Background: an optimization exercise with open tools, aiming at small area. Do not read the settings as production practice.
Only simulation tests tie the RTL to the original design; equivalence was not proved.
No activity file was given, so power comes from the tool's default toggle rates.

==> flow/design.v (outline; a module is shown in full before it is edited, if it fits) <==
// module y_huff: 7891 lines
module y_huff(clk, rst, enable, Y11, Y12, Y13, Y14, Y15, Y16, Y17, Y18, Y21, Y22, Y23, Y24, Y25, Y26, Y27, Y28, Y31, Y32
, Y33, Y34, Y35, Y36, Y37, Y38, Y41, Y42, Y43, Y44, Y45, Y46, Y47, Y48, Y51, Y52, Y53, Y54, Y55, Y56, Y57
, Y58, Y61, Y62, Y63, Y64, Y65, Y66, Y67, Y68, Y71, Y72, Y73, Y74, Y75, Y76, Y77, Y78, Y81, Y82, Y83, Y84
, Y85, Y86, Y87, Y88, JPEG_bitstream, data_ready, output_reg_count, end_of_block_output, end_of_block_empty);
  // ...
==> flow/flow/run.sh <==
#!/bin/bash
# Own layout flow: the standard flow (standard.sh, unchanged synthesis,
# floorplan, power grid, placement and routing) with two knobs changed:
#  - port buffers are sky130_fd_sc_hd__buf_1 instead of the default pick,
#  - the clock tree is built from clkbuf_4 cells without dummy loads.
# The full make output goes to standard_flow.log in this folder; ORFS's
# per-step logs stay under orfs/logs/.
set -euo pipefail
bash standard.sh \
  "BUFFER_PORTS_ARGS=-buffer_cell sky130_fd_sc_hd__buf_1" \
  "CTS_ARGS=-sink_clustering_enable -repair_clock_nets -dont_use_dummy_load -buf_list sky130_fd_sc_hd__clkbuf_4" \
  finish > standard_flow.log 2>&1
==> flow/standard.sh <==
#!/bin/bash
# synth_recipe.tcl (not shown) runs the flow's synth.tcl, then flattens the netlist and writes it again
# the make line also repeats each setting of config.mk as NAME=value (left out here)
make -C /OpenROAD-flow-scripts/flow DESIGN_CONFIG=/design/flow/config.mk WORK_HOME=/design/flow/orfs CLKGATE_MAP_FILE= SYNTH_SCRIPT=/design/flow/synth_recipe.tcl "${@:-finish}"
==> flow/config.mk <==
export PLATFORM = sky130hd
export DESIGN_NAME = y_huff
export DESIGN_NICKNAME = y_huff
export VERILOG_FILES = /design/flow/design.v
export SDC_FILE = /design/flow/constraint.sdc
export NUM_CORES = 4
export LEC_CHECK = 0
export ABC_AREA = 1
export CAP_MARGIN = 20
export CORE_MARGIN = 2
export CORE_UTILIZATION = 55
export SLEW_MARGIN = 20
==> flow/constraint.sdc <==
create_clock -name core_clock -period 10.0 [get_ports {clk}]
set_input_delay 2.0000 -clock core_clock [delete_from_list [all_inputs] [get_ports {clk}]]
set_output_delay 2.0000 -clock core_clock [all_outputs]
set_load 0.01 [all_outputs]
==> key figures, run 1 <==
Run status
  – Status: complete, no violations

Cells and area
  – Commonest cells after routing, fill and taps aside: dfxtp_1, buf_1, o22ai_1
  – Share of post-route cells with drive strength above 1: 0.0810
  – # fillers: around 4.7k
  – Layout Area Growth over Synthesis: 15.8%
  – Storage cell area: 0.0191 sq mm
  – Count of non-CTS buffers in the layout: 770
  – Leading registers by flop count: ch x847, word x32, ovf x25
  – Largest cell class: registers

Synthesis
  – #FFs+latches synth: 941
  – Top cell type's share of synthesized area: 0.600
  – Xor-xnor portion of the synthesized cell area: 0.00649
  – Most common cell in the netlist: dfxtp_1
  – Mean Syn Cell Area: between 9 and 10 sq um

Clock network
  – Max Root-Sink Buffers: 3
  – Max H-tree Level: 4

Route
  – Via/cell ratio: 5.92

Global route
  – Remaining Overflow, GRT: 0
  – Initial antenna violation count: 31

Power
  – Pwr Density: 241 mW/mm^2
  – Sequential Power Share: 0.518
  – Seq pwr: 4.40 mW
  – Maximum VDD drop: 125 uV

Timing
  – Final min period: about 8.5 ns

Setup path
  – Crit path max fanout: 11
  – FF-to-FF setup slack: 1.48 ns
  – Data required, critical path: ~11 ns
  – Setup crit end kind: register
  – WP buf/inv: 9

Min path
  – Hold path endpoint: ch[71]
==> run 2: changes to the inputs <==
==> flow/flow/run.sh (replaced) <==
#!/bin/bash
# Own layout flow: the standard flow (standard.sh, unchanged synthesis,
# floorplan, power grid, placement and routing) with two knobs changed:
#  - port buffers are sky130_fd_sc_hd__buf_1 instead of the default pick,
#  - the clock tree is built from clkbuf_4 cells without dummy loads, with
#    sink clusters of up to 8 flip-flops within 40 um.
# The full make output goes to standard_flow.log in this folder; ORFS's
# per-step logs stay under orfs/logs/.
set -euo pipefail
bash standard.sh \
  "BUFFER_PORTS_ARGS=-buffer_cell sky130_fd_sc_hd__buf_1" \
  "CTS_ARGS=-sink_clustering_enable -repair_clock_nets -dont_use_dummy_load -buf_list sky130_fd_sc_hd__clkbuf_4 -sink_clustering_size 8 -sink_clustering_max_diameter 40 -sink_buffer_max_cap_derate 1.0" \
  finish > standard_flow.log 2>&1
==> run 2 against run 1 <==
Clock skew down 0.015 ns. Critical endpoint is now word[23]. Sequential share of layout area grew 0.87 points. Sequential cell count did not move. Hold slack better by 0.014 ns. Power fell by 5.0%. Clock-buffer cell count shrank 74. Highest routed layer unchanged. Synthesized cell count unchanged. Final area down 1.6%. Still clean.
==> key figures, run 2 <==
Run status
  – Status: complete, no violations (unchanged)

Floorplanning
  – Row cnt: 86 (unchanged)
  – Die Area: 0.0573 sq mm (unchanged)
  – Core area: 0.0549 sq mm (unchanged)
  – Initial Util: 0.555 (unchanged)
  – Horiz. Die Dim: 239 microns (unchanged)
  – Chip Height: 239 microns (unchanged)
  – # IOs: 747 (unchanged)

Synthesis
  – Synth top area cells: dfxtp_1, o22ai_1, nand2_1 (unchanged)
  – Ys flop type: dfxtp_1 (unchanged)
  – Post-synthesis sequential area ratio: 0.628 (unchanged)
  – Mean Syn Cell Area: 9.96 sq um (unchanged)
  – Top cell type's share of synthesized area: 0.600 (unchanged)
  – Synth area leader: dfxtp_1 (unchanged)
  – Instance count of the mapped netlist: 3,057 (unchanged)
  – Most common cell in the netlist: dfxtp_1 (unchanged)
  – Post-synth cell types: 59 (unchanged)
  – #FFs+latches synth: 941 (unchanged)
  – Post-synth top cells: dfxtp_1, o22ai_1, nand2_1 (unchanged)
  – Synthesized area: 0.0304 sq mm (unchanged)
  – Syn Nets: 3,815 (unchanged)
  – Post-synth EDFFs: 29 (unchanged)
  – Synth warn: 1 (unchanged)
  – Post-synth ARST share: 0 (unchanged)

Global route
  – Initial antenna violation count: 26 (was 31)
  – Remaining Overflow, GRT: 0 (unchanged)
  – Largest net degree at the start of global routing: 235 (unchanged)
  – First-pass GRT wire length: 157,000 microns (was 158,000 microns)
  – Vias in the first global route: 25.2k (was 25.8k)
  – GRT Total Usage: 0.377 (was 0.380)

Cells and area
  – Layout Area Growth over Synthesis: 14.0% (was 15.8%)
  – Leading registers by flop count: ch x847, word x32, ovf x25 (unchanged)
  – Largest register by flop count: ch (unchanged)
  – Share of post-route cells with drive strength above 1: 0.0630 (was 0.0810)
  – Max reg flops: 847 (unchanged)
  – Core Util, Final: 0.632 (was 0.642)
  – Non-Filler Instances: 4,492 (was 4,567)
  – Commonest non-fill, non-tap cell in the layout: dfxtp_1 (unchanged)
  – Fin nets: 4,537 (was 4,611)
  – Commonest cells after routing, fill and taps aside: dfxtp_1, buf_1, o22ai_1 (unchanged)

Place
  – Placed instance count: 4,340 (unchanged)
  – Routability cong.: 1.00 (unchanged)
  – DP Worst Slack: 1.70 ns (unchanged)
  – Hpwl dp: 84,300 microns (unchanged)
  – Buffers on Ports: 746 (unchanged)

Clock network
  – Clock sinks: 941 (unchanged)
  – Max Root-Sink Buffers: 3 (unchanged)
  – Max H-tree Level: 4 (unchanged)
  – Setup Fix Bufs, Post-CTS: 0 (unchanged)
  – Worst-path clk slew: 0.09 ns (was 0.06 ns)
  – CTS tree: done (unchanged)
  – Clock latency (worst-skew pair): 1.00 ns (was 1.08 ns)
  – PostCTS Resize Cnt: 0 (unchanged)
  – CTS root buf: clkbuf_4 (unchanged)
  – Cts hold-fix bufs: 0 (unchanged)
  – Total CTS buffers: 141 (was 215)

Route
  – Iter 0 DRT Violations: 3,120 (was 3,091)
  – Via/cell ratio: 5.90 (was 5.92)
  – First drt pass iteration count: 8 (was 6)
  – WL/cell: 24.8 microns (was 24.5 microns)
  – Routed Antenna Nets: 0 (unchanged)
  – DRC Markers: 0 (unchanged)
  – Via count: 26.5k (was 27.0k)
  – Final wirelength: 111,000 microns (was 112,000 microns)

Setup path
  – Data required, critical path: 10.79 ns (was 10.91 ns)
  – Setup crit end kind: register (unchanged)
  – Crit path max fanout: 11 (unchanged)
  – Slowest cell delay on critical path: 0.47 ns (about the same)
  – WP buf/inv: 9 (unchanged)
  – FF-to-FF setup slack: 1.48 ns (about the same)
  – Crit path launch type: register (unchanged)
  – CP endpoint: word[23] (was word[6])
  – Crit path kind: register to register (unchanged)
  – Crit Reg-Reg Endpoint: word[23] (was word[6])
  – R2r worst-path depth: 48 (was 47)
  – CP Launch Point: bc[0] (unchanged)
  – Crit path max-delay family: simple AND/OR/NAND/NOR gates (unchanged)
  – WP data arrival: 9.31 ns (was 9.43 ns)
  – Worst path slowest cell: fa_1 (unchanged)
  – Worst R2R Start: bc[0] (unchanged)
  – CP dominant cell by count: nand2_1 (unchanged)
  – Number of cells on the critical path: 48 (was 47)

Power
  – Pwr Density: 233 mW/mm^2 (was 241 mW/mm^2)
  – Maximum VDD drop: 129 uV (was 125 uV)
  – Pleak: 13.9 nW (was 14.3 nW)

Timing
  – Ratio of final minimum period to clock period: 0.852 (about the same)
  – Final min period: 8.52 ns (about the same)
  – Skew final: 0.0948 ns (was 0.110 ns)
  – Final setup TNS: 0 ns (unchanged)
  – Slew headroom: 0.115 (was 0.177)
  – Worst slew pin tran: 1.33 ns (was 1.24 ns)
  – Final setup violation count: 0 (unchanged)
  – Fmax: 117 MHz (about the same)
  – Final hold vios: 0 (unchanged)
  – Setup ws final: 1.48 ns (about the same)
  – RSZ-0062 raised after global routing: false (unchanged)
  – Slew Viols, Final: 0 (unchanged)

Run
  – Max-cap violations: 0 (unchanged)

Min path
  – Hold Path Class: register to register (unchanged)
run 2: cell counts after synthesis:
Identical to the previous run, type by type.
run 2: final cells by class:
| type | count | area (sq um) |
|---|---|---|
| inverters | 198 | 761 |
| flip-flops and latches | 941 | 19100 |
| fillers | 4744 | 20200 |
| repair buffers | 770 | 3010 |
| clock buffers | 141 | 1060 |
| well taps | 704 | 881 |
| multi-input cells | 1727 | 9830 |
| diodes | 11 | 27.5 |
run 2: power by group:
group	leakage, nW	internal [mW]	switching (mW)
clock network	0.649	0.649	1.20
registers	7.94	4.21	0.181
logic	5.34	0.575	1.25
total	13.9	5.44	2.64
run 2: kinds of logic after synthesis:
| kind of cell | synth area share |
|---|---|
| compound gates | 0.183 |
| xor+xnor | 0.00649 |
| fa+ha+maj | 0.0217 |
| buf+inv | 0.0488 |
| flops | 0.628 |
| mux | 0.000658 |
| simple gates | 0.111 |
run 2: worst min-delay path by stage:
stage                 start  endpoint  slack [ns]  cells after the start
global route        ch[120]   ch[109]        0.26                      0
floorplan           ch[111]   ch[100]        0.31                      0
global placement    ch[138]   ch[127]        0.31                      0
detailed placement  ch[133]   ch[122]        0.31                      0
finish              ch[120]   ch[109]        0.26                      0
CTS                  ch[35]    ch[24]        0.26                      0
run 2: worst reg2reg max path, delay by kind of cell, from the launching register on:
family                   cells  cell delay (ns)
AO/OA/AOI/OAI                6             0.87
XOR/XNOR                     1             0.28
adder cells (fa/ha/maj)      8             2.19
buffers and inverters        9             1.49
flip-flops                   1             0.40
AND/OR/NAND/NOR             24             3.11
run 2: through the flow:
step	power (mW)	hold WS, ns	area (sq um)
floorplan	5.52	0.310	30400
global placement	6.21	0.310	33600
detailed placement	6.23	0.312	33600
CTS	8.02	0.265	34700
global route	8.44	0.261	34700
finish	8.07	0.257	34700
run 2: metal layers:
layer	vias up	GRT usage	wire [microns]	part of all wire
met5	-	0	62	0.00056
met4	10	0.137	3280	0.029
met3	225	0.121	12600	0.11
met2	1443	0.538	47400	0.43
met1	12541	0.535	48000	0.43
li1	12306	-	-	-
==> run 3: changes to the inputs <==
--- a/flow/config.mk
+++ b/flow/config.mk
@@ -8,5 +8,5 @@
 export ABC_AREA = 1
 export CAP_MARGIN = 20
 export CORE_MARGIN = 2
-export CORE_UTILIZATION = 55
+export CORE_UTILIZATION = 68
 export SLEW_MARGIN = 20
==> run 3 against run 2 <==
Setup slack worse by 0.55 ns. Clock-buffer cell count down 1. Hold slack better by 0.013 ns. Sequential power about the same. Critical endpoint unchanged.
==> key figures, run 3 <==
Run status
  – Status: complete, no violations (unchanged)

Cells and area
  – Non-Filler Instances: 4,384 (was 4,492)
  – Max reg flops: 847 (unchanged)
  – Fin nets: 4,530 (was 4,537)
  – Commonest non-fill, non-tap cell in the layout: dfxtp_1 (unchanged)
  – Share of post-route cells with drive strength above 1: 0.0613 (was 0.0630)
  – Commonest cells after routing, fill and taps aside: dfxtp_1, buf_1, o22ai_1 (unchanged)
  – Largest register by flop count: ch (unchanged)
  – Leading registers by flop count: ch x847, word x32, ovf x25 (unchanged)
  – Design area: 0.0346 sq mm (was 0.0347 sq mm)
  – Layout Area Growth over Synthesis: 13.5% (was 14.0%)

Power
  – Maximum VDD drop: 197 uV (was 129 uV)
  – Pleak: 13.9 nW (about the same)
  – Pwr Density: 235 mW/mm^2 (was 233 mW/mm^2)

Timing
  – Fmax: 110 MHz (was 117 MHz)
  – Skew final: 0.113 ns (was 0.0948 ns)
  – Final setup TNS: 0 ns (unchanged)
  – Final min period: 9.06 ns (was 8.52 ns)
  – Slew Viols, Final: 0 (unchanged)
  – Final setup violation count: 0 (unchanged)
  – Slew headroom: 0.259 (was 0.115)
  – Worst slew pin tran: 1.11 ns (was 1.33 ns)
  – Final hold vios: 0 (unchanged)
  – RSZ-0062 raised after global routing: false (unchanged)
  – Ratio of final minimum period to clock period: 0.906 (was 0.852)

Synthesis
  – Post-synth EDFFs: 29 (unchanged)
  – Most common cell in the netlist: dfxtp_1 (unchanged)
  – Post-synth top cells: dfxtp_1, o22ai_1, nand2_1 (unchanged)
  – Post-synth ARST share: 0 (unchanged)
  – Post-synth cell types: 59 (unchanged)
  – Syn Nets: 3,815 (unchanged)
  – Synthesized area: 0.0304 sq mm (unchanged)
  – Synth warn: 1 (unchanged)
  – Instance count of the mapped netlist: 3,057 (unchanged)
  – Synth top area cells: dfxtp_1, o22ai_1, nand2_1 (unchanged)
  – Top cell type's share of synthesized area: 0.600 (unchanged)
  – Mean Syn Cell Area: 9.96 sq um (unchanged)
  – #FFs+latches synth: 941 (unchanged)
  – Post-synthesis sequential area ratio: 0.628 (unchanged)
  – Synth area leader: dfxtp_1 (unchanged)
  – Ys flop type: dfxtp_1 (unchanged)

Route
  – Final wirelength: 112,000 microns (was 111,000 microns)
  – Routed Antenna Nets: 0 (unchanged)
  – Via count: 27.9k (was 26.5k)
  – Via/cell ratio: 6.35 (was 5.90)
  – Iter 0 DRT Violations: 4,250 (was 3,120)
  – First drt pass iteration count: 8 (unchanged)
  – WL/cell: 25.6 microns (was 24.8 microns)
  – DRC Markers: 0 (unchanged)

Setup path
  – CP endpoint: word[23] (unchanged)
  – FF-to-FF setup slack: 0.94 ns (was 1.48 ns)
  – Data required, critical path: 10.86 ns (was 10.79 ns)
  – WP data arrival: 9.92 ns (was 9.31 ns)
  – CP Launch Point: is_dc (was bc[0])
  – Worst path slowest cell: nor2_1 (was fa_1)
  – Slowest cell delay on critical path: 0.54 ns (was 0.47 ns)
  – CP dominant cell by count: nand2_1 (unchanged)
  – Worst R2R Start: is_dc (was bc[0])
  – Crit path max fanout: 14 (was 11)
  – Crit Reg-Reg Endpoint: word[23] (unchanged)
  – Setup crit end kind: register (unchanged)
  – R2r worst-path depth: 48 (unchanged)
  – Crit path launch type: register (unchanged)
  – Crit path kind: register to register (unchanged)

Global route
  – GRT Total Usage: 0.466 (was 0.377)
  – Largest net degree at the start of global routing: 219 (was 235)
  – Vias in the first global route: 26.4k (was 25.2k)
  – Remaining Overflow, GRT: 0 (unchanged)
  – Initial antenna violation count: 22 (was 26)
  – Met2 Usage GRT: 0.673 (was 0.538)
  – Grt peak-use layer: met2 (unchanged)
  – First-pass GRT wire length: 160,000 microns (was 157,000 microns)
  – Routing usage on met3: 0.192 (was 0.121)
  – Grt met1 use: 0.608 (was 0.535)

Clock network
  – PostCTS Resize Cnt: 0 (unchanged)
  – CTS root buf: clkbuf_4 (unchanged)
  – Clock sinks: 941 (unchanged)
  – Clock latency (worst-skew pair): 1.04 ns (was 1.00 ns)
  – Max Root-Sink Buffers: 3 (unchanged)
  – CTS tree: done (unchanged)
  – Max H-tree Level: 4 (unchanged)
  – Total CTS buffers: 140 (was 141)
  – Cts hold-fix bufs: 0 (unchanged)
  – Worst-path clk slew: 0.09 ns (about the same)
  – Setup Fix Bufs, Post-CTS: 0 (unchanged)

Place
  – Hpwl dp: 82,600 microns (was 84,300 microns)
  – Routability cong.: 1.08 (was 1.00)
  – Buffers on Ports: 746 (unchanged)
  – Placed instance count: 4,222 (was 4,340)
  – Area of placed instances: 0.0334 sq mm (was 0.0336 sq mm)

Floorplanning
  – Core area: 0.0442 sq mm (was 0.0549 sq mm)
  – Chip Height: 216 microns (was 239 microns)
  – Row cnt: 77 (was 86)
  – # IOs: 747 (unchanged)
  – Die Area: 0.0465 sq mm (was 0.0573 sq mm)
  – Initial Util: 0.688 (was 0.555)
  – Horiz. Die Dim: 216 microns (was 239 microns)

Run
  – Max-cap violations: 0 (unchanged)

Min path
  – Hold Path Class: register to register (unchanged)
  – Hold Startpoint: ch[108] (was ch[120])
[run 3: critical path: cells and delay by family (launching register included)]
family	cells	cell delay (ns)
and+or+nand+nor	26	3.95
xor gates and xnor gates	1	0.26
DFF	1	0.35
AOI/OAI and AO/OA	6	0.80
buffers and inverters	7	1.39
adders and majority gates	8	2.18
[run 3: how the worst min path moves through the flow]
stage          endpoint  slack, ns  depth (start not counted)
3_3_place_gp     ch[51]       0.31                          0
4_1_cts          ch[88]       0.28                          0
3_5_place_dp     ch[15]       0.31                          0
2_1_floorplan   ch[100]       0.31                          0
6_report         ch[97]       0.27                          0
5_1_grt          ch[88]       0.28                          0
[run 3: final cells by class]
cell class / instances / area, sq um
Sequential cell: 941 / 19100
Antenna cell: 22 / 55.1
Tap cell: 592 / 741
Clock buffer: 140 / 1050
Fill cell: 2806 / 9670
Multi-Input combinational cell: 1727 / 9830
Timing Repair Buffer: 764 / 2990
Inverter: 198 / 761
[run 3: logic make-up (layout without fill, tap and decap cells)]
kind of cell	count (synthesis)	count (layout)	synth area share
fa+ha+maj	51	51	0.0217
compound gates	902	902	0.183
other cells	0	22	0
flops	941	941	0.628
simple gates	751	751	0.111
xor+xnor	21	21	0.00649
mux	2	2	0.000658
buf+inv	389	1102	0.0488
[run 3: through the flow]
step / hold WS, ns / setup WS (ns) / utilization / total power [mW]
floorplan: 0.310 / 2.91 / - / 5.52
global placement: 0.311 / 1.42 / 0.756 / 6.17
detailed placement: 0.312 / 1.08 / 0.756 / 6.22
CTS: 0.278 / 1.10 / 0.780 / 8.00
global route: 0.281 / 0.278 / 0.781 / 8.40
finish: 0.270 / 0.939 / 0.781 / 8.13
[run 3: routing by layer]
| metal | up-vias | share of wire |
|---|---|---|
| li1 | 12316 | - |
| met1 | 12883 | 0.38 |
| met2 | 2197 | 0.42 |
| met3 | 442 | 0.15 |
| met4 | 14 | 0.052 |
| met5 | - | 0.00087 |
[run 3: report_power, final]
part | switching (mW) | leakage [nW] | internal, mW
Clock | 1.22 | 0.644 | 0.644
Combinational | 1.29 | 5.32 | 0.565
Sequential | 0.197 | 7.94 | 4.21
==> run 4: changes to the inputs <==
--- a/flow/config.mk
+++ b/flow/config.mk
@@ -8,5 +8,5 @@
 export ABC_AREA = 1
 export CAP_MARGIN = 20
 export CORE_MARGIN = 2
-export CORE_UTILIZATION = 68
+export CORE_UTILIZATION = 78
 export SLEW_MARGIN = 20
==> run 4 against run 3 <==
The flow now stops in I/O pin placement (3_2_place_iop). Synthesized area did not move. Synthesized cell count did not move.
==> key figures, run 4 <==
Synthesis
  – Simple-gate share of the synthesized area: 0.111 (unchanged)
  – Post-synth ARST share: 0 (unchanged)
  – Instance count of the mapped netlist: 3,057 (unchanged)
  – Synth area leader: dfxtp_1 (unchanged)
  – Post-synth cell types: 59 (unchanged)
  – Mean Syn Cell Area: 9.96 sq um (unchanged)
  – Ys flop type: dfxtp_1 (unchanged)
  – Most common cell in the netlist: dfxtp_1 (unchanged)
  – Synthesized area: 0.0304 sq mm (unchanged)
  – Largest family of logic cells by synthesized area: compound AO/OA/AOI/OAI gates (unchanged)
  – Top cell type's share of synthesized area: 0.600 (unchanged)
  – Post-synth EDFFs: 29 (unchanged)
  – Post-synthesis mux area share: 0.000658 (unchanged)
  – Post-synthesis sequential area ratio: 0.628 (unchanged)
  – Synth top area cells: dfxtp_1, o22ai_1, nand2_1 (unchanged)
  – Xor-xnor portion of the synthesized cell area: 0.00649 (unchanged)
  – Post-synth top cells: dfxtp_1, o22ai_1, nand2_1 (unchanged)
  – #FFs+latches synth: 941 (unchanged)
  – Synth Area in Adders: 0.0217 (unchanged)
  – Syn Nets: 3,815 (unchanged)
  – Synth warn: 1 (unchanged)
  – Synth Area in Compound Gates: 0.183 (unchanged)

Floorplanning
  – Chip Height: 202 microns (was 216 microns)
  – Horiz. Die Dim: 202 microns (was 216 microns)
  – Row cnt: 72 (was 77)
  – Initial Util: 0.790 (was 0.688)

Run status
  – Failing step: I/O pin placement (3_2_place_iop)
  – Error that ended the run: [ERROR PPL-0024] Number of IO pins (747) exceeds maximum number of available positions (722). Increase the die perimeter from 806.24um to 1015.92um.
  – Status: did not finish (was complete, no violations)
==> run 4: logic make-up after synthesis <==
group / after synthesis
AOI/OAI and AO/OA: 902
xor gates and xnor gates: 21
adders and majority gates: 51
buffers and inverters: 389
DFF: 941
muxes: 2
and+or+nand+nor: 751

-- what the ideal ports hide --
How much do the figures lean on ideal ports? The routed layouts below were timed once more, with nothing changed but the port constraints. Step 1 sets driving cells, clkbuf_16 on the clock port and buf_2 on the other inputs (assumed; they add their load-dependent delay and slew). Step 2 also shifts input and output timing later by t, the mid clock arrival at the registers, as if the neighbouring blocks saw the same clock. a / b / c = no drivers / after step 1 / after step 2; a / b = the first two.
run | t, ns | slack for setup (ns) | worst setup path at the end | worst register clock-pin slew, ns | worst slew at a driven data input, ns
run 1 | 1.096 | 1.482 / 1.482 / 1.482 | register to register | 0.07 / 0.07 | 0.22
run 2 | 1.039 | 1.484 / 1.484 / 1.484 | register to register | 0.09 / 0.09 | 0.21
run 3 | 1.046 | 0.939 / 0.939 / 0.939 | register to register | 0.10 / 0.10 | 0.22
After both steps every run listed still meets setup and hold.
